This is an optimization exercise on Yosys and OpenROAD, whose aim is small area, not a production implementation. At most, simulation tests tie the RTL to the original design; equivalence was not proved. Function not checked in run 5: the RTL went through the layout flow alone. No activity file was given, so power comes from the tool's default toggle rates.

## flow/design.v (module list and top-level ports; edited modules follow where they fit)
// module sprite_rom: 979 lines
// module tile_rom: 285 lines
// module vga_controller: 32 lines
// module rca: 15 lines
// module color_mapper: 99 lines
// module wal_video: 85 lines
module wal_video (
    input  logic        clk,
    input  logic        rst,         
    input  logic        reg_we,
    input  logic [3:0]  reg_addr,    
    input  logic [31:0] reg_wdata,
    output logic [11:0] vram_addr,
    input  logic [31:0] vram_rdata,
    output logic        hs,
    output logic        vs,
    output logic        vde,
    output logic [3:0]  red,
    output logic [3:0]  green,
    output logic [3:0]  blue
);
  // ...
==> flow/flow/run.sh <==
#!/bin/bash
# Own layout flow: the standard layout (standard.sh), except that
#  - synthesis maps the combinational logic with an area-oriented ABC script
#    (flow/area.script); everything else in synthesis, including the
#    registers, is the standard synthesis (flow/my_synth.tcl is
#    synth_recipe.tcl with the abc call's script swapped);
#  - port buffers are the smallest buffer (sky130_fd_sc_hd__buf_1).
set -euo pipefail
W=$(pwd)
F=$W/flow
sed "s#SYNTH_SCRIPT=[^ ]*#SYNTH_SCRIPT=$F/my_synth.tcl#" standard.sh > $W/my_standard.sh
grep -q "SYNTH_SCRIPT=$F/my_synth.tcl" $W/my_standard.sh
export MY_ABC_SCRIPT=$F/area.script
export BUFFER_PORTS_ARGS="-buffer_cell sky130_fd_sc_hd__buf_1"
bash $W/my_standard.sh finish > $W/flow_make.log 2>&1
==> flow/flow/area.script <==
strash
dch
amap
strash
dch
amap
topo
==> flow/flow/my_synth.tcl <==
proc synth {args} { yosys synth -nofsm -noshare {*}$args }
proc abc {args} {
  set i [lsearch -exact $args -script]
  if {$i >= 0} { set args [lreplace $args $i [expr {$i+1}] -script $::env(MY_ABC_SCRIPT)] }
  yosys abc {*}$args
}
source $::env(SCRIPTS_DIR)/synth.tcl
# left out here: clear keep_hierarchy, flatten, clean up, hide names made inside functions, write 1_2_yosys.v
==> flow/standard.sh <==
#!/bin/bash
# synth_recipe.tcl (not shown) runs the flow's synth.tcl, then flattens the netlist and writes it again
# the make line also repeats each setting of config.mk as NAME=value (left out here)
make -C /OpenROAD-flow-scripts/flow DESIGN_CONFIG=/design/flow/config.mk WORK_HOME=/design/flow/orfs CLKGATE_MAP_FILE= SYNTH_SCRIPT=/design/flow/synth_recipe.tcl "${@:-finish}"
==> flow/config.mk <==
export PLATFORM = sky130hd
export DESIGN_NAME = wal_video
export DESIGN_NICKNAME = wal_video
export VERILOG_FILES = /design/flow/design.v
export SDC_FILE = /design/flow/constraint.sdc
export NUM_CORES = 4
export LEC_CHECK = 0
export ABC_AREA = 1
export CAP_MARGIN = 20
export CORE_MARGIN = 2
export CORE_UTILIZATION = 40
export SLEW_MARGIN = 20
export SYNTH_MEMORY_MAX_BITS = 32768
==> flow/constraint.sdc <==
create_clock -name core_clock -period 18.0 [get_ports {clk}]
set_input_delay 3.6000 -clock core_clock [delete_from_list [all_inputs] [get_ports {clk}]]
set_output_delay 3.6000 -clock core_clock [all_outputs]
set_load 0.01 [all_outputs]
==> results.toml, run 1 <==
[status]
status = "no timing/DRC/antenna violations"

[timing]
fmax_mhz = 60.9
maxSlewViolCount = 0
hold_violations = 0

[synthesis]
ys_top_cells_by_area = "edfxtp_1 44%, dfxtp_1 5.5%, ha_1 5.4%"
syn_avg_cell_area_sq_um = 10.0
synth-adder-area-share = 0.0899
async_reset_ff_frac = 0
syn_inst = 1536
ys_types = 55
yosysTopAreaCell = "edfxtp_1"

[final_layout]
seq_share = 0.433
final_core_util = 0.469
multi_input_area_sq_um = 7000
buffers_excl_clock = 147
final_common_cell = "edfxtp_1"

[power]
power-top-group = "sequential cells"
clock_power_uw = 576
netSwitchingPower_uw = 351

[setup_path]
slowest_stage = "dfxtp_1"
worst-endpoint-arrival_ns = 12.81
required_ns = 14.40
crit_start = "vga.x[3]"
path_buf_inv = 14
r2r_cells = 23
critical_path_class = "register to output port"

[drt]
drc = 0
dr.pass1.iters = 8
drt-met1-wl_microns = 23800
postRouteAntennaNets = 0
wl_per_cell_microns = 23.6
vias = 13639
wl_met2_microns = 23800

[clock_tree]
root_buffer = "clkbuf_16"
cts_sinks = 270
cts_hold_buffers = 0
post_cts_buffers = 0

[global_route]
grt_pass1_vias = 13031
grt_max_degree = 27

[placement]
place.gp.congestion = 0.950
port_buffers = 93

[floorplan]
core_area_sq_um = 37800
==> inputs of run 2 (changes only) <==
==> flow/flow/area.script (replaced) <==
strash
ifraig
scorr
dc2
dch -f
amap -m -F 2 -A 6
strash
dch -f
amap -m -F 2 -A 6
topo
--- a/flow/config.mk
+++ b/flow/config.mk
@@ -6,8 +6,10 @@
 export NUM_CORES = 4
 export LEC_CHECK = 0
 export ABC_AREA = 1
-export CAP_MARGIN = 20
+export CAP_MARGIN = 0
 export CORE_MARGIN = 2
 export CORE_UTILIZATION = 40
-export SLEW_MARGIN = 20
+export CTS_CLUSTER_DIAMETER = 80
+export CTS_CLUSTER_SIZE = 30
+export SLEW_MARGIN = 0
 export SYNTH_MEMORY_MAX_BITS = 32768
==> run 2 against run 1 <==
  * Still clean on timing, DRC and antenna
  * Register-to-register slack improved by 0.49 ns
  * Clock power down about 30%
  * Clock-buffer cell count down 29
  * Critical path type unchanged
  * Largest power group unchanged
==> results.toml, run 2 <==
[power]
irDropWorstVdd_mv = 0.103
power_frac_clock = 0.325
swShare = 0.255
combPwrFrac = 0.115
leakage_uw = 0.00570
p_int_uw = 925
p_total_uw = 1240
netSwitchingPower_uw = 316
power.density_nw_per_um2 = 72.2
p_seq_frac = 0.560

[placement]
port_buffers = 93
place_hpwl_microns = 36800
place.gp.congestion = 0.934

[floorplan]
die_y_microns = 200
die-area_sq_um = 40000
die-width_microns = 200
rows = 71
core_area_sq_um = 37800
io_pins = 98
start_util = 0.407

[clock_tree]
root_buffer = "clkbuf_16"
cts_buffers = 14
clock_latency_ns = 0.50
htree_levels = 1
cts_tree = "yes"
cts_hold_buffers = 0
cts_buffer_depth = 3
cts_resized = 0
cts_sinks = 270
post_cts_buffers = 0
cts.clk_slew.worst_paths_ns = 0.12

[timing]
fin_setup_tns_ns = 0
grt_setup_unrepaired = "no"
skew_ns = 0.0186
setup_viol = 0
maxSlewViolCount = 0
fmax_mhz = 61.6
hold_violations = 0
relSlewSlack = 0.287
period_share = 0.902
period_needed_ns = 16.24
tightest_slew_ns = 1.04

[setup_path]
crit_end = "blue[1]"
crit_start = "vga.x[3]"
reg2reg_from = "vga.x[3]"
critPathMaxStageDelay_ns = 0.74
worst-endpoint-arrival_ns = 12.64
critical_path_class = "register to output port"
crit_fanout = 20
end_kind = "output port"
required_ns = 14.40
r2r_setup_slack_ns = 10.95
critical_path.startpoint_type = "register"
slowest_stage = "clkinv_1"
cpMostUsedCell = "nor2_1"
r2r-end = "fy[2]"
r2r_cells = 24

[final_layout]
largest-register = "sx"
nets = 1828
num-fill-cells = 3558
layout-drive-gt1-share = 0.0461
top_regs = "sx (100), sy (90), ty (30)"
largest_reg_flops = 100
final_cell_mix = "228 x edfxtp_1, 196 x clkinv_1, 183 x nor2_1"
area_delta_synth_final_pct = 12.1
final_common_cell = "edfxtp_1"

[synthesis]
synth_top_area_frac = 0.446
ys_top_cells_by_area = "edfxtp_1 45%, dfxtp_1 5.5%, ha_1 5.4%"
synth_commonest_cells = "228 x edfxtp_1, 196 x clkinv_1, 183 x nor2_1"
synth_most_common_cell = "edfxtp_1"
async_reset_ff_frac = 0
synth_seq_cells = 270
ys_types = 56
synth_nets = 1680
synth_ff_type = "edfxtp_1"
synth_area_sq_um = 15400
synth_edf_count = 228
synth-seq-area-share = 0.501
syn_avg_cell_area_sq_um = 10.1
syn_inst = 1515
ys.warnings.count = 3
yosysTopAreaCell = "edfxtp_1"

[drt]
drc = 0
drt-initial-drc-count = 1578
postRouteAntennaNets = 0
dr.pass1.iters = 6
drt_wl_total_microns = 51300
viasPerCell = 6.19
vias = 13523
wl_per_cell_microns = 23.5

[global_route]
grt_pass1_vias = 12875
grt_max_degree = 31
grt.total_usage = 0.256
grt_antenna_before_repair = 1
grt_first_pass_wirelength_microns = 76800
overflow = 0

[min_path]
min_delay_path_depth = 3
min_path_type = "register to register"

[job]
cap_violations = 0

[status]
status = "no timing/DRC/antenna violations"
==> run 2: changes by cell type in the layout (fill, tap and decap cells not counted), sizes merged, moves of 11 or more <==
cell / change
buf: -12
a2111oi: -12
o31ai: +11
a21oi: +12
nor2: -29
clkbuf: -29
o211ai: +12
o221ai: -19
a221oi: +11
nor3: +11
==> run 2: worst min-delay path by stage <==
stage | from | end | slack [ns]
finish | fy[6] | fy[6] | 0.61
global route | fy[6] | fy[6] | 0.63
CTS | fy[6] | fy[6] | 0.61
detailed placement | vga.x[8] | vga.x[8] | 0.58
global placement | fy[6] | fy[6] | 0.57
floorplan | vga.x[9] | vga.x[9] | 0.51
==> run 2: final cells by class <==
class | count | area, sq um | share of cell area
Timing Repair Buffer | 135 | 664 | 0.0386
Clock buffer | 16 | 389 | 0.0226
Inverter | 196 | 736 | 0.0428
Sequential cell | 270 | 7690 | 0.447
Antenna cell | 2 | 5.00 | 0.000291
Clock inverter | 8 | 123 | 0.00713
Tap cell | 511 | 639 | 0.0372
Multi-Input combinational cell | 1046 | 6960 | 0.405
==> run 2: routing by layer <==
| layer | GRT usage | up-vias | routed length, microns |
|---|---|---|---|
| met5 | 0 | - | 0 |
| met1 | 0.364 | 6532 | 21900 |
| li1 | - | 6182 | - |
| met2 | 0.413 | 706 | 23400 |
| met4 | 0.0700 | 0 | 1400 |
| met3 | 0.0348 | 103 | 4580 |
==> run 2: power groups by stage <==
stage	Sequential [uW]	Clock [uW]	Combinational, uW
floorplan	707	0	85.1
global placement	709	0	141
detailed placement	709	0	140
CTS	695	409	141
global route	697	431	157
finish	695	403	143
==> run 2: cells by family (layout without fill, tap and decap cells) <==
family                   count (synthesis)  after routing  share of synthesized area
AO/OA/AOI/OAI                          533            533                      0.238
flip-flops                             270            270                      0.501
AND/OR/NAND/NOR                        418            418                      0.121
adder cells (fa/ha/maj)                 94             94                     0.0903
buffers and inverters                  199            355                     0.0494
XOR/XNOR                                 1              1                   0.000571
other                                    0              2                          0
==> run 2: per-stage QoR <==
| step | std cells | util | worst slack [ns] | hold WS [ns] | cell area (sq um) |
|---|---|---|---|---|---|
| after floorplan | 1515 | - | 4.17 | 0.506 | 15400 |
| after global placement | 2158 | 0.442 | 2.73 | 0.569 | 16700 |
| after detailed placement | 2158 | 0.442 | 2.59 | 0.584 | 16700 |
| after CTS | 2182 | 0.456 | 1.99 | 0.609 | 17200 |
| after global routing | 2183 | 0.456 | 0.611 | 0.628 | 17200 |
| final | 2184 | 0.456 | 1.76 | 0.609 | 17200 |
==> run 2: worst max-delay path: cells and delay by family, from the launching register on <==
kind	cells	cell delay [ns]
AND/OR/NAND/NOR	16	2.28
flip-flops	1	0.73
adder cells (fa/ha/maj)	4	1.15
buffers and inverters	11	2.71
AO/OA/AOI/OAI	20	5.30
==> inputs of run 3 (changes only) <==
--- a/flow/config.mk
+++ b/flow/config.mk
@@ -9,7 +9,8 @@
 export CAP_MARGIN = 0
 export CORE_MARGIN = 2
 export CORE_UTILIZATION = 40
-export CTS_CLUSTER_DIAMETER = 80
-export CTS_CLUSTER_SIZE = 30
+export CTS_BUF_LIST = sky130_fd_sc_hd__clkbuf_4 sky130_fd_sc_hd__clkbuf_8
+export CTS_CLUSTER_DIAMETER = 60
+export CTS_CLUSTER_SIZE = 20
 export SLEW_MARGIN = 0
 export SYNTH_MEMORY_MAX_BITS = 32768
==> run 3 against run 2 <==
  * Critical path depth stayed put
  * First-iteration DRC count fell by 7.1%
  * Flip-flop and latch count unchanged
==> results.toml, run 3 <==
[synthesis]
synth-seq-area-share = 0.501
ys.warnings.count = 3
ys_top_cells_by_area = "edfxtp_1 45%, dfxtp_1 5.5%, ha_1 5.4%"
syn_avg_cell_area_sq_um = 10.1
async_reset_ff_frac = 0
synth_commonest_cells = "228 x edfxtp_1, 196 x clkinv_1, 183 x nor2_1"
ys_types = 56
syn_inst = 1515
synth_most_common_cell = "edfxtp_1"
synth_ff_type = "edfxtp_1"
yosysTopAreaCell = "edfxtp_1"
synth_nets = 1680
synth_seq_cells = 270
synth_edf_count = 228
synth_top_area_frac = 0.446
synth_area_sq_um = 15400

[global_route]
grt_pass1_vias = 12893
grtUsageMet3 = 0.0356
grt_use_met2 = 0.410
grt_first_pass_wirelength_microns = 77000
top_usage_layer = "met2"
grt_antenna_before_repair = 1
grt_use_met1 = 0.365
overflow = 0
grt_max_degree = 27
grt.total_usage = 0.257

[placement]
place_hpwl_microns = 36800
port_buffers = 93
place.gp.congestion = 0.934
post-place-ws_ns = 2.59

[setup_path]
required_ns = 14.40
critPathMaxStageDelay_ns = 0.73
slowest_stage = "dfxtp_1"
crit_fanout = 20
critical_path.startpoint_type = "register"
end_kind = "output port"
r2r_setup_slack_ns = 10.99
worst-endpoint-arrival_ns = 12.71
critical_path_class = "register to output port"
cpMostUsedCell = "nor2_1"

[timing]
maxSlewViolCount = 0
tightest_slew_ns = 1.03
layout_setup_ws_ns = 1.69
hold_violations = 0
fin_setup_tns_ns = 0
skew_ns = 0.0429
fmax_mhz = 61.3
setup_viol = 0
grt_setup_unrepaired = "no"
relSlewSlack = 0.298
period_needed_ns = 16.31
period_share = 0.906

[power]
leakage_uw = 0.00571
netSwitchingPower_uw = 348
p_int_uw = 881
combPwrFrac = 0.117
swShare = 0.283
p_seq_frac = 0.566
power_frac_clock = 0.318
irDropWorstVdd_mv = 0.0723
power.density_nw_per_um2 = 71.4

[final_layout]
largest-register = "sx"
nets = 1837
area_delta_synth_final_pct = 12.1
largest_reg_flops = 100
final_cell_mix = "228 x edfxtp_1, 196 x clkinv_1, 183 x nor2_1"
layout-drive-gt1-share = 0.0562
final_common_cell = "edfxtp_1"
final_core_util = 0.456
top_regs = "sx (100), sy (90), ty (30)"

[floorplan]
start_util = 0.407
die-width_microns = 200
io_pins = 98
core_area_sq_um = 37800
rows = 71
die_y_microns = 200
die-area_sq_um = 40000

[clock_tree]
htree_levels = 1
root_buffer = "clkbuf_8"
cts_sinks = 270
post_cts_buffers = 0
cts_resized = 0
cts_tree = "yes"
cts_buffers = 23
clock_latency_ns = 0.59
cts.clk_slew.worst_paths_ns = 0.12
cts_buffer_depth = 3
cts_hold_buffers = 0

[drt]
viasPerCell = 6.17
postRouteAntennaNets = 0
drt_wl_total_microns = 51500
wl_per_cell_microns = 23.4
dr.pass1.iters = 8
drc = 0
vias = 13575
drt-initial-drc-count = 1466

[status]
status = "no timing/DRC/antenna violations"

[min_path]
min_path_type = "register to register"

[job]
cap_violations = 0
run 3: path summary, 6_finish.rpt:
kind / from / to / depth (start not counted)
worst min-delay path: fy[6] / fy[6] / 3
worst max-delay path: vga.x[3] / blue[1] / 51
worst max register to register: vga.x[2] / fy[2] / 24
worst min register to register: fy[6] / fy[6] / 3
run 3: cell type report:
type	instances	area, sq um
Clock inverter	15	173
Fill cell	3579	20500
Timing Repair Buffer	135	664
Antenna cell	1	2.50
Clock buffer	27	353
Tap cell	511	639
Sequential cell	270	7690
Inverter	196	736
Multi-Input combinational cell	1046	6960
run 3: metal layers:
layer / share of wire / vias up
met3: 0.085 / 124
met4: 0.032 / 0
li1: - / 6196
met1: 0.43 / 6553
met2: 0.45 / 702
met5: 0 / -
run 3: kinds of logic (layout without fill, tap and decap cells):
kind of cell,count (synthesis),in the layout,share of synthesized area
DFF,270,270,0.501
and+or+nand+nor,418,418,0.121
buffers and inverters,199,373,0.0494
adders and majority gates,94,94,0.0903
AOI/OAI and AO/OA,533,533,0.238
xor gates and xnor gates,1,1,0.000571
other,0,1,0
run 3: stage by stage:
step	std cells	instance area [sq um]	hold slack, ns	total power [uW]
2_1_floorplan	1515	15400	0.506	792
3_3_place_gp	2158	16700	0.569	850
3_5_place_dp	2158	16700	0.584	849
4_1_cts	2200	17200	0.609	1230
5_1_grt	2201	17200	0.629	1270
6_report	2201	17200	0.607	1230
run 3: critical path, delay by kind of cell (launching register included):
kind / cells / cell delay, ns
AOI/OAI and AO/OA: 20 / 5.34
buffers and inverters: 11 / 2.69
and+or+nand+nor: 16 / 2.23
adders and majority gates: 4 / 1.15
DFF: 1 / 0.73
run 3: power by group through the flow:
stage               clock, uW  sequential [uW]  combinational [uW]
floorplan                   0              707                85.1
global placement            0              709                 141
detailed placement          0              709                 140
CTS                       393              695                 141
global route              416              697                 157
finish                    390              695                 143
==> inputs of run 4 (changes only) <==
==> flow/run.sh (new file) <==
#!/bin/bash
# synth_recipe.tcl (not shown) runs the flow's synth.tcl, then flattens the netlist and writes it again
# the make line also repeats each setting of config.mk as NAME=value (left out here)
make -C /OpenROAD-flow-scripts/flow DESIGN_CONFIG=/design/flow/config.mk WORK_HOME=/design/flow/orfs CLKGATE_MAP_FILE= SYNTH_SCRIPT=/design/flow/synth_recipe.tcl finish
==> flow/config.mk (replaced) <==
export PLATFORM = sky130hd
export DESIGN_NAME = wal_video
export DESIGN_NICKNAME = wal_video
export VERILOG_FILES = /design/flow/design.v
export SDC_FILE = /design/flow/constraint.sdc
export NUM_CORES = 4
export LEC_CHECK = 0
export ABC_AREA = 1
export CAP_MARGIN = 20
export CORE_MARGIN = 2
export CORE_UTILIZATION = 40
export SLEW_MARGIN = 20
export SYNTH_MEMORY_MAX_BITS = 32768
removed: flow/flow/run.sh
removed: flow/flow/area.script
removed: flow/flow/my_synth.tcl
removed: flow/standard.sh
==> run 4 against run 3 <==
  * Combinational power up 21%
  * Clock skew decreased by 0.031 ns
  * Critical path depth fell by 8
==> results.toml, run 4 <==
[setup_path]
path_delay_family = "simple AND/OR/NAND/NOR gates"
critical_path_class = "register to output port"
slowest_stage = "dfxtp_1"
crit_fanout = 19
critical_path.startpoint_type = "register"
cpMostUsedCell = "nand2_1"
critPathMaxStageDelay_ns = 0.84
required_ns = 14.40
path_buf_inv = 8
worst-endpoint-arrival_ns = 9.74
end_kind = "output port"

[final_layout]
final_cell_mix = "370 x nand2_1, 228 x edfxtp_1, 220 x inv_1"
largest-register = "sx"
final_common_cell = "nand2_1"
top_regs = "sx (100), sy (90), ty (30)"
area_delta_synth_final_pct = 14.5
layout-drive-gt1-share = 0.0832
largest_reg_flops = 100
nets = 2149
num-fill-cells = 4011

[synthesis]
syn_avg_cell_area_sq_um = 9.05
synth_top_area_frac = 0.403
synth_edf_count = 228
synth_ff_type = "edfxtp_1"
synth-seq-area-share = 0.452
synth_commonest_cells = "370 x nand2_1, 228 x edfxtp_1, 220 x inv_1"
ys_top_cells_by_area = "edfxtp_1 40%, nand2_1 8.2%, xor2_1 5.6%"
syn_inst = 1878
ys.warnings.count = 3
async_reset_ff_frac = 0
synth_most_common_cell = "nand2_1"
synth_nets = 2043
yosysTopAreaCell = "edfxtp_1"
ys_types = 63
synth_area_sq_um = 17000
synth_seq_cells = 270

[global_route]
top_usage_layer = "met2"
grt_use_met1 = 0.359
grt_pass1_vias = 13796
grt_first_pass_wirelength_microns = 83200
overflow = 0
grt_max_degree = 27
grtUsageMet3 = 0.0277
grt.total_usage = 0.248
grt_antenna_before_repair = 0
grt_use_met2 = 0.397

[power]
irDropWorstVdd_mv = 0.0669
p_total_uw = 1460
power.density_nw_per_um2 = 74.9
leakage_uw = 0.00859

[timing]
period_share = 0.741
setup_viol = 0
grt_setup_unrepaired = "no"
relSlewSlack = 0.279
maxSlewViolCount = 0
hold_violations = 0
period_needed_ns = 13.34
skew_ns = 0.0124
fmax_mhz = 75.0
fin_setup_tns_ns = 0
tightest_slew_ns = 1.07

[drt]
drt-initial-drc-count = 1536
vias = 14104
wl_per_cell_microns = 21.5
drt_wl_total_microns = 54900
postRouteAntennaNets = 0
dr.pass1.iters = 6
drc = 0
viasPerCell = 5.54

[floorplan]
die-width_microns = 210
die-area_sq_um = 44200
io_pins = 98
core_area_sq_um = 41900
rows = 75
die_y_microns = 210
start_util = 0.405

[clock_tree]
cts_buffers = 29
cts_resized = 0
cts_tree = "yes"
root_buffer = "clkbuf_16"
cts_buffer_depth = 3
cts_hold_buffers = 0
post_cts_buffers = 0
cts.clk_slew.worst_paths_ns = 0.06
clock_latency_ns = 0.57
htree_levels = 1
cts_sinks = 270

[placement]
place_hpwl_microns = 39900
place.gp.congestion = 0.944
port_buffers = 93

[status]
status = "no timing/DRC/antenna violations"

[job]
cap_violations = 0

[min_path]
min_path_type = "register to register"
## run 4: cell count changes in the layout (fill, tap and decap cells not counted), sizes merged, moves of 23 or more
| cell | before | now |
|---|---|---|
| nand2 | 94 | 396 |
| inv | 7 | 236 |
| clkinv | 203 | 13 |
| nand3 | 9 | 136 |
| xor2 | 1 | 108 |
| buf | 135 | 31 |
| clkdlybuf4s50 | 0 | 93 |
| a21oi | 103 | 54 |
| nor3 | 67 | 19 |
| xnor2 | 0 | 47 |
| o22ai | 54 | 13 |
| o221ai | 34 | 2 |
| nand4 | 4 | 29 |
| a221oi | 40 | 17 |
## run 4: path summary, 6_finish.rpt
path / endpoint / depth (start not counted) / slack, ns / start
worst min register to register: fx[7] / 2 / 0.53 / fx[7]
worst min-delay path: fx[7] / 2 / 0.53 / fx[7]
worst max register to register: fy[1] / 23 / 12.08 / vga.x[4]
worst max-delay path: green[0] / 43 / 4.66 / vga.x[4]
## run 4: power breakdown
group | leakage, uW | switching (uW) | internal, uW
logic | 0.00551 | 108 | 64.7
clock network | 0.000456 | 249 | 343
registers | 0.00263 | 6.81 | 688
## run 4: final cells by class
class | instances | area [sq um] | area share
Multi-Input combinational cell | 1319 | 8110 | 0.416
Sequential cell | 270 | 7690 | 0.395
Timing Repair Buffer | 124 | 1160 | 0.0597
Inverter | 240 | 907 | 0.0466
Clock buffer | 43 | 818 | 0.0420
Tap cell | 539 | 674 | 0.0346
Clock inverter | 11 | 114 | 0.00585
Antenna cell | 1 | 2.50 | 0.000128
## run 4: kinds of logic after synthesis
family,count (synthesis),synth area share
mux,3,0.00177
simple gates,821,0.222
flops,270,0.452
compound gates,246,0.0901
xor+xnor,155,0.0798
fa+ha+maj,94,0.0815
buf+inv,289,0.0731
## run 4: worst min-delay path, cell delays in order, from the launching register on
cell and delay [ns]:
dfxtp_1 0.31, a21oi_1 0.08, o22ai_1 0.10
## run 4: metrics by stage
| step | cell area, sq um | hold slack, ns | worst slack [ns] | std cells | utilization |
|---|---|---|---|---|---|
| after CTS | 19500 | 0.535 | 4.74 | 2546 | 0.464 |
| after detailed placement | 18500 | 0.522 | 5.36 | 2492 | 0.442 |
| after global routing | 19500 | 0.577 | 4.12 | 2546 | 0.464 |
| final | 19500 | 0.529 | 4.66 | 2547 | 0.464 |
| after floorplan | 17000 | 0.472 | 8.56 | 1878 | - |
| after global placement | 18500 | 0.487 | 5.34 | 2492 | 0.442 |
## run 4: per-layer routing
metal  part of all wire  routed length (microns)  vias to the layer above
met4              0.026                     1410                        0
met3              0.079                     4320                       96
met2               0.45                    24900                      605
li1                   -                        -                     6582
met5                  0                        0                        -
met1               0.44                    24300                     6821
==> module color_mapper, before the edit <==
module color_mapper (
    input  logic [9:0]      x,
    input  logic [9:0]      y,
    input  logic [7:0]      scene,
    output logic [11:0]     vram_addr,
    input  logic [31:0]     vram_rdata,
    input  logic [9:0]      hit,       
    input  logic [9:0][2:0] ty,        
    input  logic [9:0][3:0] sxl,       
    input  logic [9:0][4:0] syl,       
    output logic [3:0]      red,
    output logic [3:0]      green,
    output logic [3:0]      blue
);
    logic [9:0] u, v;
    logic [7:0] hi;
    logic       co1, co2, co3;
    rca #(10) a_u (.a({scene[4:0], y[8:4]}), .b(~{1'b0, scene, 1'b0}), .ci(1'b1), .s(u), .co(co1));
    rca #(10) a_v (.a(u), .b({7'd0, x[9:7]}), .ci(1'b0), .s(v), .co(co2));
    rca #(8)  a_h (.a(v[9:2]), .b(u[7:0]), .ci(1'b0), .s(hi), .co(co3));
    assign vram_addr = {hi, v[1:0], x[6:5]};
    logic [6:0] t;
    always_comb begin
        case (x[4:3])
            2'd0: t = vram_rdata[6:0];
            2'd1: t = vram_rdata[14:8];
            2'd2: t = vram_rdata[22:16];
            default: t = vram_rdata[30:24];
        endcase
    end
    logic tfg;
    tile_rom tr (.t(t[3:0]), .y(y[3:0]), .x(x[2:0]), .fg(tfg));
    logic [11:0] tcol;
    always_comb begin
        case (t)
            7'd0, 7'd1: tcol = tfg ? 12'h630 : 12'h000;
            7'd2:       tcol = tfg ? 12'hf00 : 12'ha20;
            7'd3:       tcol = tfg ? 12'h00f : 12'h019;
            7'd4:       tcol = tfg ? 12'hc60 : 12'hf00;
            7'd5:       tcol = tfg ? 12'h0bf : 12'h00f;
            7'd6, 7'd7: tcol = tfg ? 12'h000 : 12'ha30;
            7'd8:       tcol = tfg ? 12'h070 : 12'h330;
            default:    tcol = tfg ? 12'hfff : 12'h000;
        endcase
    end
    logic [9:0] win, prior;
    assign prior[0] = 1'b0;
    for (genvar i = 1; i < 10; i++) begin : g_pri
        assign prior[i] = prior[i-1] | hit[i-1];
    end
    assign win = hit & ~prior;
    logic       any;
    logic [2:0] wty;
    logic [3:0] wsx;
    logic [4:0] wsy;
    always_comb begin
        wty = 3'd0;
        wsx = 4'd0;
        wsy = 5'd0;
        for (int i = 0; i < 10; i++) begin
            wty = wty | (ty[i]  & {3{win[i]}});
            wsx = wsx | (sxl[i] & {4{win[i]}});
            wsy = wsy | (syl[i] & {5{win[i]}});
        end
    end
    assign any = prior[9] | hit[9];
    logic [3:0] dx, c;
    logic [4:0] dy;
    logic [2:0] code;
    logic       cox, coy;
    rca #(4) a_dx (.a(x[3:0]), .b(~wsx), .ci(1'b1), .s(dx), .co(cox));
    rca #(5) a_dy (.a(y[4:0]), .b(~wsy), .ci(1'b1), .s(dy), .co(coy));
    assign c = dx ^ {4{wty[0]}};
    sprite_rom sr (.img(wty[2:1]), .dy(dy), .c(c), .code(code));
    logic        son;
    logic [11:0] scol;
    always_comb begin
        son  = 1'b0;
        scol = 12'h000;
        if (wty[2]) begin
            case (code)
                3'd1: begin son = 1'b1; scol = 12'h000; end
                3'd2: begin son = 1'b1; scol = 12'h1cf; end
                3'd3: begin son = 1'b1; scol = 12'h0af; end
                default: ;
            endcase
        end else begin
            case (code)
                3'd1: begin son = 1'b1; scol = 12'h000; end
                3'd2: begin son = 1'b1; scol = 12'hf40; end
                3'd3: begin son = 1'b1; scol = 12'hf30; end
                3'd4: begin son = 1'b1; scol = 12'hef8; end
                default: ;
            endcase
        end
        if (~any | (~wty[1] & wty[0])) son = 1'b0;
    end
    assign {red, green, blue} = son ? scol : tcol;
endmodule
==> inputs of run 5 (changes only) <==
--- a/flow/design.v
+++ b/flow/design.v
@@ -977,6 +977,154 @@
   assign _35_ = 4'h4 >> { _34_, _32_ };
   assign code[2] = 4'h4 >> { _35_, code[1] };
 endmodule
+module colour_out(t, tfg, code, water, act, rgb);
+  input [6:0] t;
+  wire [6:0] t;
+  input tfg;
+  wire tfg;
+  input [2:0] code;
+  wire [2:0] code;
+  input water;
+  wire water;
+  input act;
+  wire act;
+  output [11:0] rgb;
+  wire [11:0] rgb;
+  wire _0_;
+  wire _10_;
+  wire _11_;
+  wire _12_;
+  wire _13_;
+  wire _14_;
+  wire _15_;
+  wire _16_;
+  wire _17_;
+  wire _18_;
+  wire _19_;
+  wire _1_;
+  wire _20_;
+  wire _21_;
+  wire _22_;
+  wire _23_;
+  wire _24_;
+  wire _25_;
+  wire _26_;
+  wire _27_;
+  wire _28_;
+  wire _29_;
+  wire _2_;
+  wire _30_;
+  wire _31_;
+  wire _32_;
+  wire _33_;
+  wire _34_;
+  wire _35_;
+  wire _36_;
+  wire _37_;
+  wire _38_;
+  wire _39_;
+  wire _3_;
+  wire _40_;
+  wire _41_;
+  wire _42_;
+  wire _43_;
+  wire _44_;
+  wire _45_;
+  wire _46_;
+  wire _47_;
+  wire _48_;
+  wire _49_;
+  wire _4_;
+  wire _50_;
+  wire _51_;
+  wire _52_;
+  wire _53_;
+  wire _54_;
+  wire _55_;
+  wire _56_;
+  wire _57_;
+  wire _58_;
+  wire _59_;
+  wire _5_;
+  wire _60_;
+  wire _6_;
+  wire _7_;
+  wire _8_;
+  wire _9_;
+  assign _60_ = 4'h4 >> { _0_, _33_ };
+  assign _59_ = 4'h1 >> { _60_, _23_ };
+  assign rgb[8] = 4'h8 >> { _59_, _7_ };
+  assign _58_ = 4'h2 >> { _5_, tfg };
+  assign _57_ = 4'h2 >> { _58_, _22_ };
+  assign _56_ = 4'h4 >> { _57_, _10_ };
+  assign _55_ = 4'h4 >> { _13_, _28_ };
+  assign _54_ = 4'h1 >> { _55_, _27_ };
+  assign _53_ = 4'h2 >> { _54_, t[0] };
+  assign _52_ = 4'h1 >> { _57_, _15_ };
+  assign _51_ = 4'h1 >> { _52_, _53_ };
+  assign _50_ = 4'h8 >> { code[1], water };
+  assign _49_ = 4'h1 >> { _50_, _22_ };
+  assign rgb[1] = 4'h1 >> { _49_, _51_ };
+  assign _48_ = 4'h4 >> { _56_, _3_ };
+  assign _47_ = 4'h8 >> { _48_, _4_ };
+  assign rgb[0] = 4'he >> { _47_, rgb[1] };
+  assign rgb[3] = 4'he >> { rgb[0], _23_ };
+  assign rgb[7] = 4'h4 >> { rgb[3], _56_ };
+  assign _46_ = 4'h1 >> { _57_, _0_ };
+  assign rgb[6] = 4'h4 >> { _46_, _9_ };
+  assign _45_ = 4'h8 >> code[1:0];
+  assign _44_ = 4'h2 >> { _45_, _34_ };
+  assign rgb[5] = 4'h1 >> { _44_, _48_ };
+  assign _43_ = 4'h4 >> { _4_, _21_ };
+  assign _42_ = 4'h2 >> { _43_, _56_ };
+  assign _41_ = 4'h1 >> { _26_, _34_ };
+  assign _40_ = 4'h8 >> { _0_, _33_ };
+  assign _39_ = 4'h1 >> { _40_, _23_ };
+  assign _38_ = 4'h4 >> { _39_, _41_ };
+  assign rgb[4] = 4'h1 >> { _38_, _42_ };
+  assign _37_ = 4'h2 >> { _3_, _14_ };
+  assign rgb[11] = 4'h1 >> { _37_, _32_ };
+  assign _36_ = 4'h1 >> code[1:0];
+  assign _35_ = 4'h4 >> { act, code[2] };
+  assign _34_ = 4'h4 >> { _35_, _36_ };
+  assign _33_ = 4'h4 >> { code[1], water };
+  assign _32_ = 4'h2 >> { _33_, _34_ };
+  assign _31_ = 4'h1 >> { t[5], t[6] };
+  assign _30_ = 4'h4 >> { _31_, t[4] };
+  assign _29_ = 4'h4 >> { _30_, t[3] };
+  assign _28_ = 4'h4 >> { _29_, t[1] };
+  assign _27_ = 4'h8 >> { _28_, t[2] };
+  assign _26_ = 4'h4 >> { _27_, t[0] };
+  assign _25_ = 4'h4 >> { code[2], water };
+  assign _24_ = 4'h8 >> { _25_, act };
+  assign _23_ = 4'h8 >> { _24_, _36_ };
+  assign _22_ = 4'h1 >> { _23_, _34_ };
+  assign _21_ = 4'h1 >> { t[2], t[0] };
+  assign _20_ = 4'h2 >> { _21_, _29_ };
+  assign _19_ = 4'h4 >> { _21_, t[1] };
+  assign _18_ = 4'h8 >> { _19_, _30_ };
+  assign _17_ = 4'h2 >> { _18_, tfg };
+  assign _16_ = 4'h4 >> { _17_, _20_ };
+  assign _15_ = 4'h2 >> { _16_, _22_ };
+  assign _14_ = 4'h4 >> { _15_, _26_ };
+  assign _13_ = 4'h4 >> { tfg, t[2] };
+  assign _12_ = 4'h8 >> { _13_, _28_ };
+  assign _11_ = 4'h2 >> { _12_, _14_ };
+  assign rgb[10] = 4'h1 >> { _11_, _32_ };
+  assign _10_ = 4'h8 >> { _18_, t[3] };
+  assign _9_ = 4'h2 >> { _10_, _14_ };
+  assign _8_ = 4'h8 >> { _15_, tfg };
+  assign _7_ = 4'h1 >> { _8_, _9_ };
+  assign _6_ = 4'h2 >> { t[2], t[0] };
+  assign _5_ = 4'h8 >> { _29_, t[1] };
+  assign _4_ = 4'h4 >> { _5_, tfg };
+  assign _3_ = 4'h4 >> { _4_, _6_ };
+  assign _2_ = 4'h1 >> { _3_, _12_ };
+  assign _1_ = 4'h4 >> { _2_, _7_ };
+  assign rgb[9] = 4'h1 >> { _1_, _32_ };
+  assign _0_ = 4'h8 >> { _35_, code[0] };
+  assign rgb[2] = rgb[1];
+endmodule
 module tile_rom(t, y, x, fg);
   input [3:0] t;
   wire [3:0] t;
@@ -1341,19 +1489,6 @@
     end
     logic tfg;
     tile_rom tr (.t(t[3:0]), .y(y[3:0]), .x(x[2:0]), .fg(tfg));
-    logic [11:0] tcol;
-    always_comb begin
-        case (t)
-            7'd0, 7'd1: tcol = tfg ? 12'h630 : 12'h000;
-            7'd2:       tcol = tfg ? 12'hf00 : 12'ha20;
-            7'd3:       tcol = tfg ? 12'h00f : 12'h019;
-            7'd4:       tcol = tfg ? 12'hc60 : 12'hf00;
-            7'd5:       tcol = tfg ? 12'h0bf : 12'h00f;
-            7'd6, 7'd7: tcol = tfg ? 12'h000 : 12'ha30;
-            7'd8:       tcol = tfg ? 12'h070 : 12'h330;
-            default:    tcol = tfg ? 12'hfff : 12'h000;
-        endcase
-    end
     logic [9:0] win, prior;
     assign prior[0] = 1'b0;
     for (genvar i = 1; i < 10; i++) begin : g_pri
@@ -1383,30 +1518,11 @@
     rca #(5) a_dy (.a(y[4:0]), .b(~wsy), .ci(1'b1), .s(dy), .co(coy));
     assign c = dx ^ {4{wty[0]}};
     sprite_rom sr (.img(wty[2:1]), .dy(dy), .c(c), .code(code));
-    logic        son;
-    logic [11:0] scol;
-    always_comb begin
-        son  = 1'b0;
-        scol = 12'h000;
-        if (wty[2]) begin
-            case (code)
-                3'd1: begin son = 1'b1; scol = 12'h000; end
-                3'd2: begin son = 1'b1; scol = 12'h1cf; end
-                3'd3: begin son = 1'b1; scol = 12'h0af; end
-                default: ;
-            endcase
-        end else begin
-            case (code)
-                3'd1: begin son = 1'b1; scol = 12'h000; end
-                3'd2: begin son = 1'b1; scol = 12'hf40; end
-                3'd3: begin son = 1'b1; scol = 12'hf30; end
-                3'd4: begin son = 1'b1; scol = 12'hef8; end
-                default: ;
-            endcase
-        end
-        if (~any | (~wty[1] & wty[0])) son = 1'b0;
-    end
-    assign {red, green, blue} = son ? scol : tcol;
+    colour_out co (
+        .t(t), .tfg(tfg), .code(code), .water(wty[2]),
+        .act(any & ~(~wty[1] & wty[0])),    
+        .rgb({red, green, blue})
+    );
 endmodule
 module wal_video (
     input  logic        clk,
==> flow/flow/run.sh (new file) <==
#!/bin/bash
# Own layout flow: the standard layout (standard.sh), except that
#  - synthesis maps the combinational logic with an area-oriented ABC script
#    (flow/area.script); everything else in synthesis, including the
#    registers, is the standard synthesis (flow/my_synth.tcl is
#    synth_recipe.tcl with the abc call's script swapped);
#  - synthesis leaves adders to ABC instead of mapping them to the
#    library's full/half-adder cells (ADDER_MAP_FILE empty);
#  - port buffers are the smallest buffer (sky130_fd_sc_hd__buf_1).
set -euo pipefail
W=$(pwd)
F=$W/flow
sed "s#SYNTH_SCRIPT=[^ ]*#SYNTH_SCRIPT=$F/my_synth.tcl#" standard.sh > $W/my_standard.sh
grep -q "SYNTH_SCRIPT=$F/my_synth.tcl" $W/my_standard.sh
export MY_ABC_SCRIPT=$F/area.script
export ADDER_MAP_FILE=
export BUFFER_PORTS_ARGS="-buffer_cell sky130_fd_sc_hd__buf_1"
bash $W/my_standard.sh finish > $W/flow_make.log 2>&1
==> flow/flow/area.script (new file) <==
strash
ifraig
scorr
dc2
dch -f
amap -m -F 2 -A 6
strash
dch -f
amap -m -F 2 -A 6
topo
==> flow/flow/my_synth.tcl (new file) <==
proc synth {args} { yosys synth -nofsm -noshare {*}$args }
proc abc {args} {
  set i [lsearch -exact $args -script]
  if {$i >= 0} { set args [lreplace $args $i [expr {$i+1}] -script $::env(MY_ABC_SCRIPT)] }
  yosys abc {*}$args
}
source $::env(SCRIPTS_DIR)/synth.tcl
# left out here: clear keep_hierarchy, flatten, clean up, hide names made inside functions, write 1_2_yosys.v
==> flow/standard.sh (new file) <==
#!/bin/bash
# synth_recipe.tcl (not shown) runs the flow's synth.tcl, then flattens the netlist and writes it again
# the make line also repeats each setting of config.mk as NAME=value (left out here)
make -C /OpenROAD-flow-scripts/flow DESIGN_CONFIG=/design/flow/config.mk WORK_HOME=/design/flow/orfs CLKGATE_MAP_FILE= SYNTH_SCRIPT=/design/flow/synth_recipe.tcl "${@:-finish}"
--- a/flow/config.mk
+++ b/flow/config.mk
@@ -6,8 +6,10 @@
 export NUM_CORES = 4
 export LEC_CHECK = 0
 export ABC_AREA = 1
-export CAP_MARGIN = 20
+export CAP_MARGIN = 0
 export CORE_MARGIN = 2
 export CORE_UTILIZATION = 40
-export SLEW_MARGIN = 20
+export CTS_CLUSTER_DIAMETER = 70
+export CTS_CLUSTER_SIZE = 24
+export SLEW_MARGIN = 0
 export SYNTH_MEMORY_MAX_BITS = 32768
removed: flow/run.sh
==> run 5 against run 4 <==
  * Area after synthesis is 13% lower
  * Sequential power hardly changed
  * Utilization is 0.15 points higher
  * Die area is 13% lower
  * Global-route usage is 2.7 points higher
  * Total power is 9.8% lower
  * Synthesized cell count is 15% lower
  * Clock power is 24% lower
  * Fmax is 17% lower
  * Largest cell class is now flip-flops and latches
==> results.toml, run 5 <==
[clock_tree]
root_buffer = "clkbuf_16"
cts_buffers = 19
cts_sinks = 270
cts_tree = "yes"
cts.clk_slew.worst_paths_ns = 0.10
cts_hold_buffers = 0
htree_levels = 1
cts_resized = 0
clock_latency_ns = 0.52
cts_buffer_depth = 3
post_cts_buffers = 0

[synthesis]
synth_ff_type = "edfxtp_1"
syn_avg_cell_area_sq_um = 9.24
synth_edf_count = 228
synth-seq-area-share = 0.519
syn_inst = 1605
synth_top_area_frac = 0.462
ys_top_cells_by_area = "edfxtp_1 46%, nor2_1 6.9%, dfxtp_1 5.7%"
async_reset_ff_frac = 0
ys_types = 54
synth_nets = 1676
synth_seq_cells = 270
synth_most_common_cell = "nor2_1"
yosysTopAreaCell = "edfxtp_1"
synth_commonest_cells = "273 x nor2_1, 228 x edfxtp_1, 188 x clkinv_1"
synth_area_sq_um = 14800
ys.warnings.count = 3

[timing]
setup_viol = 0
fin_setup_tns_ns = 0
maxSlewViolCount = 0
fmax_mhz = 61.9
whs_ns = 0.621
period_needed_ns = 16.14
relSlewSlack = 0.192
hold_violations = 0
grt_setup_unrepaired = "no"
skew_ns = 0.0131
tightest_slew_ns = 1.18
period_share = 0.897

[power]
netSwitchingPower_uw = 366
power.density_nw_per_um2 = 77.3
leakage_uw = 0.00551
irDropWorstVdd_mv = 0.0909
power_frac_clock = 0.340
combPwrFrac = 0.133
p_seq_frac = 0.527
p_int_uw = 950
swShare = 0.278

[final_layout]
layout-drive-gt1-share = 0.0670
final_common_cell = "nor2_1"
n_antenna_cell = 0
largest-register = "sx"
top_regs = "sx (100), sy (90), ty (30)"
final_cell_mix = "273 x nor2_1, 228 x edfxtp_1, 189 x clkinv_1"
area_delta_synth_final_pct = 14.8
nets = 1865
num-fill-cells = 3491
largest_reg_flops = 100

[setup_path]
cpMostUsedCell = "nor2_1"
end_kind = "output port"
required_ns = 14.40
crit_fanout = 15
worst-endpoint-arrival_ns = 12.54
critPathMaxStageDelay_ns = 0.89
path_delay_family = "compound AO/OA/AOI/OAI gates"
r2r_setup_slack_ns = 11.18
r2r_cells = 22
critical_path_class = "register to output port"
slowest_stage = "nor3_1"
r2r-end = "fy[4]"
path_buf_inv = 9
reg2reg_from = "vga.x[2]"
critical_path.startpoint_type = "register"

[drt]
drc = 0
dr.pass1.iters = 8
postRouteAntennaNets = 0
drt_wl_total_microns = 53900
viasPerCell = 6.26
vias = 14247
wl_per_cell_microns = 23.7
drt-initial-drc-count = 1911

[min_path]
min_from = "fy[3]"
min_delay_path_depth = 2
min_path_type = "register to register"
whs_endpoint = "fy[3]"

[placement]
place.gp.congestion = 1.04
place_hpwl_microns = 39100
port_buffers = 93

[floorplan]
die_y_microns = 197
io_pins = 98
die-area_sq_um = 38600
start_util = 0.406
core_area_sq_um = 36500
rows = 70
die-width_microns = 197

[global_route]
overflow = 0
grt_first_pass_wirelength_microns = 80700
grt_pass1_vias = 13161
grt.total_usage = 0.275
grt_antenna_before_repair = 0
grt_max_degree = 30

[job]
cap_violations = 0

[status]
status = "no timing/DRC/antenna violations"
==> run 5: cell count changes in the layout (fill, tap and decap cells not counted), moves of 65 or more <==
| cell | before | now |
|---|---|---|
| a21oi_1 | 52 | 144 |
| buf_1 | 0 | 93 |
| clkdlybuf4s50_1 | 93 | 0 |
| clkinv_1 | 9 | 189 |
| ha_1 | 66 | 0 |
| inv_1 | 220 | 0 |
| nand2_1 | 370 | 111 |
| nand3_1 | 113 | 12 |
| nor2_1 | 174 | 273 |
| o22ai_1 | 13 | 78 |
| xor2_1 | 108 | 0 |
==> run 5: kinds of logic after synthesis <==
logic type | synth area share
compound gates | 0.282
buf+inv | 0.0491
flops | 0.519
simple gates | 0.150
==> run 5: worst max path at each step <==
stage / startpoint / endpoint / slack (ns) / cells after the start
global placement: vga.x[3] / green[3] / 2.78 / 45
CTS: vga.x[3] / green[3] / 2.14 / 50
floorplan: vga.x[1] / green[3] / 5.09 / 43
detailed placement: vga.x[3] / green[3] / 2.76 / 50
finish: vga.x[3] / green[3] / 1.86 / 45
global route: vga.x[3] / green[3] / 0.86 / 50
==> run 5: cell type report <==
cell class                      instances  area (sq um)  share of cell area
Sequential cell                       270          7690               0.452
Multi-Input combinational cell       1144          6460               0.380
Timing Repair Buffer                  171           935              0.0549
Inverter                              188           706              0.0415
Tap cell                              468           586              0.0344
Clock buffer                           20           479              0.0282
Clock inverter                         14           158             0.00927
==> run 5: power groups by stage <==
stage | Combinational [uW] | Sequential [uW] | Clock [uW]
global route | 189 | 695 | 477
finish | 175 | 694 | 448
floorplan | 94.2 | 707 | 0
CTS | 171 | 693 | 453
detailed placement | 170 | 708 | 0
global placement | 173 | 707 | 0
==> run 5: per-layer routing <==
layer  part of all wire  GRT usage  vias to the layer above  wire [microns]
met5                  0          0                        -               0
met4              0.031     0.0864                        0            1650
met3              0.089     0.0298                       98            4780
met2               0.44      0.431                      741           23800
met1               0.44      0.401                     6750           23600
li1                   -          -                     6658               -
==> run 5: worst register-to-register path: stages (launching register included) <==
cell and delay (ns):
dfxtp_1 0.63, clkinv_1 0.77, nor2_1 0.40, clkinv_1 0.12, nor2_1 0.19, nand2_1 0.15
clkinv_1 0.10, nand4_1 0.36, nor2_1 0.30, o21ai_0 0.11, nor2_1 0.53, clkinv_1 0.69
o22a_1 0.40, a222oi_1 0.34, o21ai_0 0.27, nor2_1 0.21, a21oi_1 0.09, o22ai_1 0.20
o22ai_1 0.13, o21a_1 0.13, nor3_1 0.13, nand2_1 0.26, o21ai_0 0.23
==> run 5: metrics by stage <==
step / instances / util / cell area, sq um / total power (uW) / setup slack [ns]
after CTS: 2275 / 0.466 / 17000 / 1320 / 2.14
after global placement: 2241 / 0.448 / 16400 / 881 / 2.78
final: 2275 / 0.466 / 17000 / 1320 / 1.86
after floorplan: 1605 / - / 14800 / 801 / 5.09
after detailed placement: 2241 / 0.448 / 16400 / 878 / 2.76
after global routing: 2275 / 0.466 / 17000 / 1360 / 0.858
==> module vga_controller, before the edit <==
module vga_controller (
    input  logic       clk,
    input  logic       rst,
    output logic [9:0] x,        
    output logic [9:0] y,        
    output logic [9:0] yn,       
    output logic       hs,
    output logic       vs,
    output logic       vde
);
    logic       xlast, ylast;
    logic [9:0] xi, yi;
    logic [10:0] cx, cy;
    assign cx[0] = 1'b1;
    assign cy[0] = 1'b1;
    for (genvar i = 0; i < 10; i++) begin : g_inc
        assign xi[i]   = x[i] ^ cx[i];
        assign cx[i+1] = x[i] & cx[i];
        assign yi[i]   = y[i] ^ cy[i];
        assign cy[i+1] = y[i] & cy[i];
    end
    assign xlast = (x == 10'd799);
    assign ylast = (y == 10'd524);
    assign yn = rst ? 10'd0 : xlast ? (ylast ? 10'd0 : yi) : y;
    always_ff @(posedge clk) begin
        x  <= (rst | xlast) ? 10'd0 : xi;
        y  <= yn;
        hs <= ~rst & ~((x >= 10'd655) & (x <= 10'd750));
        vs <= ~rst & ~((y == 10'd489) | (y == 10'd490));
    end
    assign vde = ~(x[9] & (x[8] | x[7])) & ~y[9] & ~(y[8] & y[7] & y[6] & y[5]);
endmodule
==> module wal_video, before the edit <==
module wal_video (
    input  logic        clk,
    input  logic        rst,         
    input  logic        reg_we,
    input  logic [3:0]  reg_addr,    
    input  logic [31:0] reg_wdata,
    output logic [11:0] vram_addr,
    input  logic [31:0] vram_rdata,
    output logic        hs,
    output logic        vs,
    output logic        vde,
    output logic [3:0]  red,
    output logic [3:0]  green,
    output logic [3:0]  blue
);
    logic [9:0] x, y, yn;
    vga_controller vga (
        .clk(clk), .rst(rst), .x(x), .y(y), .yn(yn),
        .hs(hs), .vs(vs), .vde(vde)
    );
    logic [7:0]      scene;
    logic [9:0][9:0] sx;
    logic [9:0][8:0] sy;
    logic [9:0][2:0] ty;
    logic [9:0]      fx, fy, hx, hit;
    logic [9:0][3:0] sxl;
    logic [9:0][4:0] syl;
    logic [11:0] wsx, wsy;
    logic [6:0]  wtype;
    logic        wvalid, wfx, wfy;
    logic [2:0]  wty;
    logic [9:0]  ddx;
    logic [8:0]  ddy;
    assign wsx    = reg_wdata[23:12];
    assign wsy    = reg_wdata[11:0];
    assign wtype  = reg_wdata[30:24];
    assign wvalid = reg_wdata[31] & (wsx[11:10] == 2'd0) & ~(wsx[9] & (wsx[8] | wsx[7]))
                  & (wsy[11:9] == 3'd0) & ~(wsy[8] & wsy[7] & wsy[6] & wsy[5]);
    logic        cdx, cdy;
    rca #(10) a_dx (.a(x), .b(~wsx[9:0]), .ci(1'b1), .s(ddx), .co(cdx));
    rca #(9)  a_dy (.a(yn[8:0]), .b(~wsy[8:0]), .ci(1'b1), .s(ddy), .co(cdy));
    assign wfx    = ~rst & (ddx[9:4] == 6'd0);
    assign wfy    = wvalid & (ddy[8:5] == 4'd0);
    always_comb begin
        case (wtype)
            7'd0:    wty = 3'b000;
            7'd1:    wty = 3'b010;
            7'd2:    wty = 3'b011;
            7'd3:    wty = 3'b100;
            7'd4:    wty = 3'b110;
            7'd5:    wty = 3'b111;
            default: wty = 3'b001;
        endcase
    end
    always_ff @(posedge clk) begin
        if (reg_we && reg_addr == 4'd10)
            scene <= reg_wdata[7:0];
    end
    for (genvar i = 0; i < 10; i++) begin : g_spr
        logic we;
        assign we = reg_we && (reg_addr == 4'(i));
        assign hx[i]  = (x == sx[i]) | (fx[i] & (x[3:0] != sx[i][3:0]));
        assign hit[i] = hx[i] & fy[i];
        assign sxl[i] = sx[i][3:0];
        assign syl[i] = sy[i][4:0];
        always_ff @(posedge clk) begin
            if (we) begin
                sx[i] <= wsx[9:0];
                sy[i] <= wvalid ? wsy[8:0] : 9'h1ff;
                ty[i] <= wty;
                fx[i] <= wfx;
                fy[i] <= wfy;
            end else begin
                fx[i] <= ~rst & hx[i];
                fy[i] <= (yn[8:0] == sy[i]) | (fy[i] & (yn != 10'd0) & (yn[4:0] != sy[i][4:0]));
            end
        end
    end
    color_mapper cm (
        .x(x), .y(y), .scene(scene),
        .vram_addr(vram_addr), .vram_rdata(vram_rdata),
        .hit(hit), .ty(ty), .sxl(sxl), .syl(syl),
        .red(red), .green(green), .blue(blue)
    );
endmodule
==> inputs of run 6 (changes only) <==
--- a/flow/design.v
+++ b/flow/design.v
@@ -1415,13 +1415,12 @@
     input  logic       rst,
     output logic [9:0] x,        
     output logic [9:0] y,        
-    output logic [9:0] yn,       
     output logic       hs,
     output logic       vs,
     output logic       vde
 );
     logic       xlast, ylast;
-    logic [9:0] xi, yi;
+    logic [9:0] xi, yi, yn;
     logic [10:0] cx, cy;
     assign cx[0] = 1'b1;
     assign cy[0] = 1'b1;
@@ -1539,34 +1538,27 @@
     output logic [3:0]  green,
     output logic [3:0]  blue
 );
-    logic [9:0] x, y, yn;
+    logic [9:0] x, y;
     vga_controller vga (
-        .clk(clk), .rst(rst), .x(x), .y(y), .yn(yn),
+        .clk(clk), .rst(rst), .x(x), .y(y),
         .hs(hs), .vs(vs), .vde(vde)
     );
     logic [7:0]      scene;
     logic [9:0][9:0] sx;
     logic [9:0][8:0] sy;
     logic [9:0][2:0] ty;
-    logic [9:0]      fx, fy, hx, hit;
+    logic [9:0]      hit;
     logic [9:0][3:0] sxl;
     logic [9:0][4:0] syl;
     logic [11:0] wsx, wsy;
     logic [6:0]  wtype;
-    logic        wvalid, wfx, wfy;
+    logic        wvalid;
     logic [2:0]  wty;
-    logic [9:0]  ddx;
-    logic [8:0]  ddy;
     assign wsx    = reg_wdata[23:12];
     assign wsy    = reg_wdata[11:0];
     assign wtype  = reg_wdata[30:24];
     assign wvalid = reg_wdata[31] & (wsx[11:10] == 2'd0) & ~(wsx[9] & (wsx[8] | wsx[7]))
                   & (wsy[11:9] == 3'd0) & ~(wsy[8] & wsy[7] & wsy[6] & wsy[5]);
-    logic        cdx, cdy;
-    rca #(10) a_dx (.a(x), .b(~wsx[9:0]), .ci(1'b1), .s(ddx), .co(cdx));
-    rca #(9)  a_dy (.a(yn[8:0]), .b(~wsy[8:0]), .ci(1'b1), .s(ddy), .co(cdy));
-    assign wfx    = ~rst & (ddx[9:4] == 6'd0);
-    assign wfy    = wvalid & (ddy[8:5] == 4'd0);
     always_comb begin
         case (wtype)
             7'd0:    wty = 3'b000;
@@ -1582,23 +1574,30 @@
         if (reg_we && reg_addr == 4'd10)
             scene <= reg_wdata[7:0];
     end
+    logic [5:0] xh1;
+    logic [3:0] yh1;
+    logic       cxh, cyh;
+    rca #(6) a_xh (.a(x[9:4]), .b(6'h3f), .ci(1'b0), .s(xh1), .co(cxh));
+    rca #(4) a_yh (.a(y[8:5]), .b(4'hf), .ci(1'b0), .s(yh1), .co(cyh));
     for (genvar i = 0; i < 10; i++) begin : g_spr
-        logic we;
-        assign we = reg_we && (reg_addr == 4'(i));
-        assign hx[i]  = (x == sx[i]) | (fx[i] & (x[3:0] != sx[i][3:0]));
-        assign hit[i] = hx[i] & fy[i];
+        logic we, ltx, lty, hx, hy, nbx, nby;
+        logic [3:0] dxs;
+        logic [4:0] dys;
+        assign we  = reg_we && (reg_addr == 4'(i));
+        rca #(4) a_lx (.a(x[3:0]), .b(~sx[i][3:0]), .ci(1'b1), .s(dxs), .co(nbx));
+        rca #(5) a_ly (.a(y[4:0]), .b(~sy[i][4:0]), .ci(1'b1), .s(dys), .co(nby));
+        assign ltx = ~nbx;
+        assign lty = ~nby;
+        assign hx  = ltx ? (xh1 == sx[i][9:4]) : (x[9:4] == sx[i][9:4]);
+        assign hy  = lty ? (yh1 == sy[i][8:5]) : (y[8:5] == sy[i][8:5]);
+        assign hit[i] = hx & hy;
         assign sxl[i] = sx[i][3:0];
         assign syl[i] = sy[i][4:0];
         always_ff @(posedge clk) begin
             if (we) begin
                 sx[i] <= wsx[9:0];
-                sy[i] <= wvalid ? wsy[8:0] : 9'h1ff;
+                sy[i] <= wvalid ? wsy[8:0] : 9'd480;
                 ty[i] <= wty;
-                fx[i] <= wfx;
-                fy[i] <= wfy;
-            end else begin
-                fx[i] <= ~rst & hx[i];
-                fy[i] <= (yn[8:0] == sy[i]) | (fy[i] & (yn != 10'd0) & (yn[4:0] != sy[i][4:0]));
             end
         end
     end
--- a/flow/config.mk
+++ b/flow/config.mk
@@ -11,5 +11,6 @@
 export CORE_UTILIZATION = 40
 export CTS_CLUSTER_DIAMETER = 70
 export CTS_CLUSTER_SIZE = 24
+export GPL_TIMING_DRIVEN = 0
 export SLEW_MARGIN = 0
 export SYNTH_MEMORY_MAX_BITS = 32768
==> run 6 against run 5 <==
  * Via count increased by 0.65%
  * Final cell count increased by 0.35%
  * Register-to-register slack improved by 2.0 ns
  * Combinational power decreased by 19%
  * Fmax decreased by 4.8%
  * Synthesized cell count increased by 2.7%
  * Clock-buffer cell count decreased by 1
  * Setup slack got worse by 0.81 ns
  * Cell area decreased by 1.5%
  * Flip-flop and latch count decreased by 20
  * Die area decreased by 1.7%
  * Non-clock buffer count decreased by 31
  * Largest power group unchanged
  * Highest routed layer unchanged
==> results.toml, run 6 <==
[status]
status = "no timing/DRC/antenna violations"

[synthesis]
synth_top_area_frac = 0.470
async_reset_ff_frac = 0
synth_area_sq_um = 14600
synth_commonest_cells = "297 x nor2_1, 228 x edfxtp_1, 197 x clkinv_1"
synth-seq-area-share = 0.500
yosysTopAreaCell = "edfxtp_1"
synth_edf_count = 228
syn_inst = 1649
syn_avg_cell_area_sq_um = 8.84
synth_nets = 1720
synth_seq_cells = 250
synth_most_common_cell = "nor2_1"
ys.warnings.count = 3
ys_types = 51
ys_top_cells_by_area = "edfxtp_1 47%, nor2_1 7.7%, a21oi_1 6.1%"
synth_ff_type = "edfxtp_1"

[floorplan]
die-area_sq_um = 38000
rows = 69
start_util = 0.408
die_y_microns = 195
io_pins = 98
die-width_microns = 195
core_area_sq_um = 35700

[global_route]
grt_max_degree = 34
grt_antenna_before_repair = 0
grt_first_pass_wirelength_microns = 78900
overflow = 0
grt_pass1_vias = 12983
grt.total_usage = 0.273

[final_layout]
n_antenna_cell = 0
largest-register = "sx"
final_cell_mix = "294 x nor2_1, 228 x edfxtp_1, 184 x clkinv_1"
final_core_util = 0.469
largest_reg_flops = 100
nets = 1881
final_common_cell = "nor2_1"
top_regs = "sx (100), sy (90), ty (30)"
layout-drive-gt1-share = 0.0697
area_delta_synth_final_pct = 15.0
final_cell_count_no_fill = 2283

[timing]
fin_setup_tns_ns = 0
relSlewSlack = 0.0710
period_share = 0.942
period_needed_ns = 16.95
setup_viol = 0
skew_ns = 0.0116
hold_violations = 0
fmax_mhz = 59.0
whs_ns = 0.520
maxSlewViolCount = 0
tightest_slew_ns = 1.39
grt_setup_unrepaired = "no"

[placement]
place.gp.congestion = 0.958
place_hpwl_microns = 39400
port_buffers = 93
place_inst = 2227

[drt]
drt_wl_total_microns = 53600
dr.pass1.iters = 6
drc = 0
postRouteAntennaNets = 0
wl_per_cell_microns = 23.5
drt-initial-drc-count = 1741
vias = 14339
viasPerCell = 6.28

[setup_path]
critical_path_class = "register to output port"
worst-endpoint-arrival_ns = 13.35
slowest_stage = "nor3_1"
critPathMaxStageDelay_ns = 0.77
crit_fanout = 11
required_ns = 14.40
cpMostUsedCell = "nor2_1"
end_kind = "output port"
critical_path.startpoint_type = "register"

[clock_tree]
cts_sinks = 250
htree_levels = 1
root_buffer = "clkbuf_16"
cts_buffer_depth = 3
cts_hold_buffers = 0
cts_buffers = 18
clock_latency_ns = 0.51
cts.clk_slew.worst_paths_ns = 0.08
cts_tree = "yes"

[job]
cap_violations = 0

[power]
power.density_nw_per_um2 = 72.5
irDropWorstVdd_mv = 0.0683
leakage_uw = 0.00508

[min_path]
min_path_type = "register to register"
-- run 6: kinds of logic (layout without fill, tap and decap cells) --
kind of cell / count (synthesis) / after routing / share of synthesized area
and+or+nand+nor: 551 / 551 / 0.161
xor gates and xnor gates: 9 / 9 / 0.00541
AOI/OAI and AO/OA: 639 / 639 / 0.281
buffers and inverters: 200 / 373 / 0.0523
DFF: 250 / 250 / 0.500
-- run 6: metrics by stage --
step	instance area, sq um	total power, uW	setup WS (ns)
2_1_floorplan	14600	738	4.24
3_3_place_gp	15500	791	-2.19
3_5_place_dp	15800	791	-1.05
4_1_cts	16500	1210	0.222
5_1_grt	16800	1250	0.116
6_report	16800	1210	1.05
-- run 6: metal layers --
metal	wire length [microns]	GRT usage	vias to the layer above
li1	-	-	6660
met1	23500	0.397	6798
met2	23100	0.412	794
met3	5660	0.0576	87
met4	1330	0.0752	0
met5	0	0	-
-- run 6: worst max-delay path: cells and delay by family, from the launching register on --
kind | cells | cell delay, ns
AOI/OAI and AO/OA | 24 | 4.52
buffers and inverters | 8 | 2.44
and+or+nand+nor | 23 | 5.04
DFF | 1 | 0.76
-- run 6: final cells by class --
class                           count  area [sq um]
Buffer                              3          22.5
Timing Repair inverter              4          20.0
Multi-Input combinational cell   1199          6670
Fill cell                        3442         19000
Clock buffer                       19           454
Sequential cell                   250          7290
Timing Repair Buffer              137           769
Clock inverter                     13           159
Inverter                          197           788
Tap cell                          461           577
-- run 6: timing repair --
| action | in CTS | in global routing |
|---|---|---|
| gates resized for setup | 9 | 28 |
| endpoints found under the setup margin | 12 | 12 |
| buffers inserted | 0 | 20 |
| endpoints found under the hold margin | 0 | 0 |
| gates cloned | 0 | 4 |
-- run 6: worst paths after layout --
check / start / end / slack [ns] / cells after the start
hold reg to reg: vga.y[9] / vga.y[9] / 0.52 / 1
setup reg to reg: vga.x[1] / vga.y[9] / 13.13 / 18
setup / recovery: vga.x[6] / green[3] / 1.05 / 55
hold / removal: vga.y[9] / vga.y[9] / 0.52 / 1
-- run 6: power breakdown --
group	internal [uW]	switching [uW]	leakage (uW)
logic	41.4	99.3	0.00255
registers	640	7.60	0.00223
clock network	198	228	0.000294
total	880	335	0.00508
==> inputs of run 7 (changes only) <==
--- a/flow/config.mk
+++ b/flow/config.mk
@@ -11,6 +11,5 @@
 export CORE_UTILIZATION = 40
 export CTS_CLUSTER_DIAMETER = 70
 export CTS_CLUSTER_SIZE = 24
-export GPL_TIMING_DRIVEN = 0
 export SLEW_MARGIN = 0
 export SYNTH_MEMORY_MAX_BITS = 32768
==> run 7 against run 6 <==
  * Register-to-register slack improved by 0.17 ns
  * Highest routed layer unchanged
  * Largest power group unchanged
  * Critical path type unchanged
  * Final cell count increased by 0.66%
  * Global-route usage increased by 0.57 points
  * Wire length increased by 0.81%
==> results.toml, run 7 <==
[clock_tree]
cts_sinks = 250
cts_tree = "yes"
root_buffer = "clkbuf_16"
post_cts_buffers = 0
cts_hold_buffers = 0
htree_levels = 1
cts_buffers = 19
cts_buffer_depth = 3
cts.clk_slew.worst_paths_ns = 0.07
cts_resized = 0
clock_latency_ns = 0.50

[synthesis]
synth_seq_cells = 250
yosysTopAreaCell = "edfxtp_1"
synth_area_sq_um = 14600
async_reset_ff_frac = 0
synth_top_area_frac = 0.470
synth_nets = 1720
synth_ff_type = "edfxtp_1"
synth_most_common_cell = "nor2_1"
synth-adder-area-share = 0
syn_inst = 1649
synth_xor_xnor_area_share = 0.00541
ys_types = 51
synth_commonest_cells = "297 x nor2_1, 228 x edfxtp_1, 197 x clkinv_1"
synth_compound_area_frac = 0.281
ys.warnings.count = 3
synth-simple-area-share = 0.161
syn_avg_cell_area_sq_um = 8.84
synth_top_family_by_area = "compound AO/OA/AOI/OAI gates"
ys_top_cells_by_area = "edfxtp_1 47%, nor2_1 7.7%, a21oi_1 6.1%"
synth-seq-area-share = 0.500
synth_mux_area_frac = 0
synth_edf_count = 228

[final_layout]
final_core_util = 0.467
num-fill-cells = 3478
layout-drive-gt1-share = 0.0582
nets = 1896
n_antenna_cell = 0
final_cell_mix = "297 x nor2_1, 228 x edfxtp_1, 198 x clkinv_1"
largest-register = "sx"
postLayoutCellArea_sq_um = 16700
area_delta_synth_final_pct = 14.5
top_regs = "sx (100), sy (90), ty (30)"
final_cell_count_no_fill = 2298
largest_reg_flops = 100
final_common_cell = "nor2_1"

[timing]
period_needed_ns = 16.95
whs_ns = 0.508
fin_setup_tns_ns = 0
skew_ns = 0.0103
period_share = 0.942
setup_viol = 0
maxSlewViolCount = 0
tightest_slew_ns = 1.16
fmax_mhz = 59.0
relSlewSlack = 0.227
grt_setup_unrepaired = "no"
hold_violations = 0

[floorplan]
start_util = 0.408
die-width_microns = 195
die_y_microns = 195
rows = 69
die-area_sq_um = 38000
io_pins = 98
core_area_sq_um = 35700

[min_path]
min_delay_path_depth = 1
min_from = "vga.y[9]"
whs_endpoint = "vga.y[9]"
min_path_type = "register to register"

[setup_path]
cpMostUsedCell = "a21oi_1"
required_ns = 14.40
r2r_setup_slack_ns = 13.30
critical_path_class = "register to output port"
slowest_stage = "clkinv_1"
critPathMaxStageDelay_ns = 0.77
critical_path.startpoint_type = "register"
crit_fanout = 24
r2r-end = "vga.y[9]"
reg2reg_from = "vga.x[0]"
worst-endpoint-arrival_ns = 13.35
end_kind = "output port"
r2r_cells = 18

[global_route]
overflow = 0
grt_first_pass_wirelength_microns = 80700
grt_max_degree = 34
grt_antenna_before_repair = 1
grt.total_usage = 0.279
grt_pass1_vias = 13137

[drt]
postRouteAntennaNets = 0
vias = 14285
dr.pass1.iters = 7
drt-initial-drc-count = 1774
viasPerCell = 6.22
drt_wl_total_microns = 54100
drc = 0
wl_per_cell_microns = 23.5

[status]
status = "no timing/DRC/antenna violations"

[job]
cap_violations = 0

[placement]
place_inst = 2265
place_hpwl_microns = 39700
port_buffers = 93
place.gp.congestion = 0.980
place_area_sq_um = 16000

[power]
leakage_uw = 0.00518
power.density_nw_per_um2 = 75.1
irDropWorstVdd_mv = 0.0934
==> run 7: worst max-delay path: cells and delay by family, from the launching register on <==
kind	cells	cell delay (ns)
AOI/OAI and AO/OA	26	6.92
DFF	1	0.74
and+or+nand+nor	12	2.35
buffers and inverters	8	2.82
==> run 7: power breakdown <==
group / switching [uW] / leakage, uW / internal [uW]
clock: 228 / 0.000325 / 236
combinational: 101 / 0.00262 / 42.3
sequential: 5.63 / 0.00223 / 640
==> run 7: worst max path at each step <==
| stage | start | depth (start not counted) | slack [ns] | end |
|---|---|---|---|---|
| 2_1_floorplan | vga.y[1] | 46 | 4.24 | green[3] |
| 3_3_place_gp | vga.y[2] | 46 | 2.11 | green[3] |
| 3_5_place_dp | vga.y[2] | 46 | 2.05 | green[3] |
| 4_1_cts | vga.y[2] | 46 | 1.52 | green[3] |
| 5_1_grt | vga.y[2] | 52 | 0.002 | green[3] |
| 6_report | vga.y[2] | 46 | 1.05 | green[3] |
==> run 7: area by class of cell <==
type                            instances  area, sq um  area share
Sequential cell                       250         7290       0.437
Multi-Input combinational cell       1199         6570       0.394
Timing Repair Buffer                  158          837      0.0502
Inverter                              197          739      0.0443
Tap cell                              461          577      0.0346
Clock buffer                           20          479      0.0287
Clock inverter                         13          189      0.0113
==> run 7: layer usage <==
layer	track usage	part of all wire	wire [microns]	vias up
met2	0.424	0.43	23400	803
met4	0.0662	0.022	1180	0
met1	0.410	0.43	23500	6689
met5	0	0	0	-
met3	0.0528	0.11	6030	91
li1	-	-	-	6702
==> run 7: through the flow <==
| stage | setup WS (ns) | total power [uW] |
|---|---|---|
| after floorplan | 4.24 | 738 |
| after global placement | 2.11 | 799 |
| after detailed placement | 2.05 | 797 |
| after CTS | 1.52 | 1260 |
| after global routing | 0.00180 | 1290 |
| final | 1.05 | 1250 |
==> run 7: logic make-up (layout without fill, tap and decap cells) <==
logic type	count (synthesis)	in the layout
AOI/OAI and AO/OA	639	639
xor gates and xnor gates	9	9
buffers and inverters	200	388
DFF	250	250
and+or+nand+nor	551	551

Setup slack of run 7, layout unchanged: 1.049 ns with ideal ports, 1.001 ns with driving cells assumed (clock clkbuf_16, inputs buf_2), 1.562 ns with port delays also shifted by the 0.561 ns mid clock arrival.
